From an optimization exercise on the open Yosys and OpenROAD flow, aimed at small area; shortcuts taken in it are not production practice.
RTL that was checked went through simulation tests only; none was proved equivalent to the original.
The clock port is modelled as an ideal driver; clocking choices that lean on that would not hold on a real chip.
No activity file was given, so power comes from the tool's default toggle rates.

Design mainblock, start of the top module:
module mainblock(clk_50M, reset, dio, sclk, stb, data_check, light_chuc1, light_dv1, light_chuc2, light_dv2,light1, light2);
Size in the first run: ~260 cells after synthesis, about 38 flip-flops, roughly 33 I/O pins.
Settings: LEC_CHECK=0, CAP_MARGIN=20, CORE_MARGIN=2, CORE_UTILIZATION=40, SLEW_MARGIN=20; clock period 5.0 ns.
standard.sh (not shown) runs the stock make flow with config.mk's settings and CLKGATE_MAP_FILE= SYNTH_SCRIPT=/design/flow/synth_recipe.tcl, a recipe that flattens the netlist after the stock synthesis.
==> flow/flow/run.sh <==
#!/bin/bash
# Standard synthesis, then the standard layout with small port buffers and
# a lighter clock tree.
set -euo pipefail
bash standard.sh synth > synth.log 2>&1
bash standard.sh \
  'BUFFER_PORTS_ARGS=-buffer_cell sky130_fd_sc_hd__buf_1' \
  finish > layout.log 2>&1
The first run produced a clean layout.
Change:
==> flow/run.sh (new file) <==
#!/bin/bash
# synth_recipe.tcl (not shown) runs the flow's synth.tcl, then flattens the netlist and writes it again
# the make line also repeats each setting of config.mk as NAME=value (left out here)
make -C /OpenROAD-flow-scripts/flow DESIGN_CONFIG=/design/flow/config.mk WORK_HOME=/design/flow/orfs CLKGATE_MAP_FILE= SYNTH_SCRIPT=/design/flow/synth_recipe.tcl finish
removed: flow/flow/run.sh
removed: flow/standard.sh
After rerunning:
- worst hold slack is worse by 0.0033 ns
- setup slack is worse by 0.18 ns
- global-route usage barely changes
- count of clock-buffer cells in the layout stays the same
- sequential cell count does not change
- wire length does not change
- first-iteration DRC count goes down by 64%
Function was not checked in any run of this note: the RTL went through the layout flow alone.

========
Setup of v2:
mainblock, a different RTL version from the one above (not shown whole).
Size: about 38 flip-flops, ~33 I/O pins, ~1900 um2 of cells after synthesis.
==> flow/design.v (excerpt) <==
module mainblock(clk_50M, reset, dio, sclk, stb, data_check, light_chuc1, light_dv1, light_chuc2, light_dv2,light1, light2);
export LEC_CHECK = 0
export CAP_MARGIN = 20
export CORE_MARGIN = 2
export CORE_UTILIZATION = 40
export PLACE_DENSITY = 0.85
export SLEW_MARGIN = 20
create_clock -name core_clock -period 5.0 [get_ports {clk_50M}]
==> flow/flow/run.sh <==
#!/bin/bash
# Layout flow:
#  1. the standard synthesis, then a second synthesis (flow/synth.tcl) that
#     differs only in its combinational mapping; the second is kept only if
#     it has exactly the same registers (names and cell types).
#  2. the standard placement, with the smallest buffer (buf_1) on the ports.
#  3. clock tree: a few clock buffers fed by the clock port, each driving a
#     group of nearby registers (flow/clock.tcl).
#  4. the standard routing and finishing.
set -euo pipefail
RES=orfs/results/$FLOW_PLATFORM/mainblock/base
PORTBUF='BUFFER_PORTS_ARGS=-buffer_cell sky130_fd_sc_hd__buf_1'
bash standard.sh synth > synth_standard.log 2>&1
mkdir -p keep
cp $RES/1_2_yosys.v $RES/1_2_yosys.sdc $RES/1_synth.odb $RES/1_synth.sdc keep/
python3 flow/regs.py list keep/1_2_yosys.v > regs_standard.txt
rm -f $RES/1_2_yosys.v $RES/1_2_yosys.sdc $RES/1_synth.odb $RES/1_synth.sdc
if bash standard.sh SYNTH_SCRIPT=$PWD/flow/synth.tcl synth > synth_own.log 2>&1 \
   && python3 flow/regs.py rename keep/1_2_yosys.v $RES/1_2_yosys.v own_renamed.v \
   && cp own_renamed.v $RES/1_2_yosys.v && rm -f $RES/1_synth.odb $RES/1_synth.sdc \
   && bash standard.sh synth > synth_own_odb.log 2>&1 \
   && python3 flow/regs.py list $RES/1_2_yosys.v > regs_own.txt \
   && cmp -s regs_standard.txt regs_own.txt; then
  echo "own synthesis kept" > synth_choice.log
else
  echo "own synthesis dropped, standard synthesis used" > synth_choice.log
  cp keep/* $RES/
fi
bash standard.sh "$PORTBUF" place > place.log 2>&1
export RES
export LIB=$FLOW_HOME/platforms/sky130hd/lib/sky130_fd_sc_hd__tt_025C_1v80.lib
export SETRC=$FLOW_HOME/platforms/sky130hd/setRC.tcl
export CLKPORT=clk_50M
ok=0
for cfg in "3 clkbuf_4" "1 clkbuf_16" "2 clkbuf_8" "4 clkbuf_4" "3 clkbuf_8" "4 clkbuf_8" "4 clkbuf_16"; do
  set -- $cfg
  CLK_GROUPS=$1 CLKBUF=sky130_fd_sc_hd__$2 openroad -no_init -exit flow/clock.tcl > clock_$1_$2.log 2>&1
  s=$(sed -n 's/^max clk slew //p' clock_$1_$2.log)
  if awk -v s="$s" 'BEGIN{exit !(s < 0.112)}'; then ok=1; break; fi
done
[[ $ok == 1 ]]
bash standard.sh "$PORTBUF" finish > finish.log 2>&1
==> flow/flow/abc.script <==
strash
&get -n
&deepsyn -T 10 -S @SEED@
&put
@MAP@
topo
stime -c
==> flow/flow/synth.tcl <==
# The standard flow's synthesis (synth_recipe.tcl) with two changes: no adder extraction
# (extract_fa), and an area-oriented ABC script (flow/abc.script, run with a
# few random seeds and two mappings; the smallest result is kept). Registers are mapped exactly
# as in the standard synthesis.
set flowdir [file dirname [file normalize [info script]]]
proc synth {args} { yosys synth -nofsm -noshare {*}$args }
proc extract_fa {args} { puts "extract_fa skipped" }
proc design_area {} {
  set s [tee -q -s result.string stat {*}$::lib_args]
  regexp {Chip area for module[^:]*:\s*([0-9.]+)} $s -> a
  return $a
}
proc abc {args} {
  set i [lsearch -exact $args -script]
  if { $i < 0 } {
    yosys abc {*}$args
    return
  }
  set f [open $::flowdir/abc.script]
  set script [read $f]
  close $f
  yosys design -save abc_in
  set best -1
  foreach seed {0 1 2 3 4 5 6 7} {
    foreach map {{dch -f; amap} {dch -f; amap; strash; dch -f; amap}} {
      set fn $::env(OBJECTS_DIR)/abc_run.script
      set f [open $fn w]
      puts $f [string map [list @SEED@ $seed @MAP@ $map] $script]
      close $f
      yosys design -load abc_in
      yosys abc {*}[lreplace $args [expr {$i + 1}] [expr {$i + 1}] $fn]
      set a [design_area]
      puts "abc seed $seed, mapping '$map': area $a"
      if { $best < 0 || $a < $best } {
        set best $a
        yosys design -save abc_best
      }
    }
  }
  yosys design -load abc_best
  puts "abc kept area $best"
}
source $::env(SCRIPTS_DIR)/synth.tcl
# left out here: clear keep_hierarchy, flatten, clean up, hide names made inside functions, write 1_2_yosys.v
Other scripts of this flow, unchanged in this note and not shown: flow/flow/clock.tcl, flow/flow/regs.py
What v37 does differently from v2 at the input level:
- PLACE_DENSITY changed from 0.85 to 0.95
==> flow/flow/abc.script <==
strash
&get -n
&deepsyn -J 100 -T 120 -S @SEED@
&put
@MAP@
topo
stime -c
-- flow/flow/synth.tcl --
<<< v2, line 23
  set best -1
  foreach seed {0 1 2 3 4 5 6 7} {
    foreach map {{dch -f; amap} {dch -f; amap; strash; dch -f; amap}} {
>>> v37, line 23
  set best -1
  foreach seed {0 1 2 3 4 5} {
    foreach map {{dch -f; amap} {dch -f; amap; strash; dch -f; amap}} {
Notes after the runs:
As far as slack of the critical path is concerned, v37 and v2 perform about the same. Going from v2 to v37, layout overhead on the synthesized area grows by 0.22 points. ~same register fraction of the total cell area in v2 and v37. Wire length of the first global-routing pass, v37 vs v2: down by a few percent. v37 against v2; switching power is down by a few percent. Between v2 and v37, the flow reports instance count of the mapped netlist increasing by a few percent. HPWL after detailed placement of v37 is on par with v2. ~same total standard cell area after synthesis in v2 and v37. Comparing v2 and v37, first-pass detailed-route iteration total is lower on v37.
For v58, these inputs were changed with respect to v37:
- clearing PLACE_DENSITY, which used to be 0.95
==> flow/flow/abc.script <==
strash
&get -n
&deepsyn -T 10 -S @SEED@
&put
@MAP@
topo
stime -c
-- flow/flow/synth.tcl --
<<< v37, line 23
  set best -1
  foreach seed {0 1 2 3 4 5} {
    foreach map {{dch -f; amap} {dch -f; amap; strash; dch -f; amap}} {
>>> v58, line 23
  set best -1
  foreach seed {0 1 2 3 4 5 6 7} {
    foreach map {{dch -f; amap} {dch -f; amap; strash; dch -f; amap}} {
[summary]
- Count of clock-buffer cells in the layout | v58 above v37
- [diff] final wirelength, v58 relative to v37: regression
- Re final instance area: v37 was lower than v58.
- v58 reports a higher post-synthesis to final-layout area growth than v37 does.
- On area of the mapped netlist, v37 tracks v58 almost exactly.
- On total power divided by cell area, the higher figure sits with v58, not v37.
- Number of fill cells: v58 vs v37 up about 1.4%
Changes in v30 relative to v58:
- GPL_TIMING_DRIVEN: unset -> 0
- CAP_MARGIN: 20 -> 0
- SLEW_MARGIN: 20 -> 0
==> flow/flow/abc.script <==
strash
&get -n
&deepsyn -J 100 -T 120 -S @SEED@
&put
@MAP@
topo
stime -c
-- flow/flow/synth.tcl --
<<< v58, line 23
  set best -1
  foreach seed {0 1 2 3 4 5 6 7} {
    foreach map {{dch -f; amap} {dch -f; amap; strash; dch -f; amap}} {
>>> v30, line 23
  set best -1
  foreach seed {0 1 2 3 4 5} {
    foreach map {{dch -f; amap} {dch -f; amap; strash; dch -f; amap}} {
==> results.txt <==
Row relative contribution of the clock network to total power: v30 lower / v58 higher
Between v30 and v58, the area after detailed placement is higher for v30.
From v58 to v30 the numbers moved as follows: final critical delay including setup and external delays +0.21 ns; part of the total power dissipated in combinational logic -0.3 points; area added between synthesis and finish +0.15 points.
Compared with v58, v30 shows total design power lower by 3.7%.
Post-synthesis sequential element count of v58 is on par with v30.
Wire length after detailed routing (v30 vs. v58) increases slightly
Number of distinct library cell variants in the gate-level netlist after synthesis (higher): v58
Minimum hold slack across v30 and v58: no real change.
In the reports for v30 and v58, the larger fmax belongs to v58.

## re-timing with driven ports
No port has a modelled driver above. Below, the same layouts with a new extraction and two added sets of constraints.
Step 1 assumes that a clkbuf_16 drives the clock port and a buf_2 every other input.
Step 2, shift: input delay + t, output delay - t, t = (earliest + latest rising clock arrival at the registers) / 2. This alone moves slack from input paths to output paths.
a / b / c = no drivers / after step 1 / after step 2; a / b = the first two.
run | t, ns | setup slack, ns | worst setup path at the end
the first run of note 1 | 0.319 | 0.345 / 0.315 / 0.633 | register to output
the second run of note 1 | 0.314 | 0.169 / 0.139 / 0.453 | register to output
v2 | 0.207 | 0.608 / 0.561 / 0.768 | register to output
v37 | 0.199 | 0.611 / 0.573 / 0.772 | register to output
v58 | 0.188 | 0.681 / 0.634 / 0.822 | register to output
v30 | 0.203 | 0.466 / 0.421 / 0.624 | register to output
After both steps setup and hold are still met in every run listed.
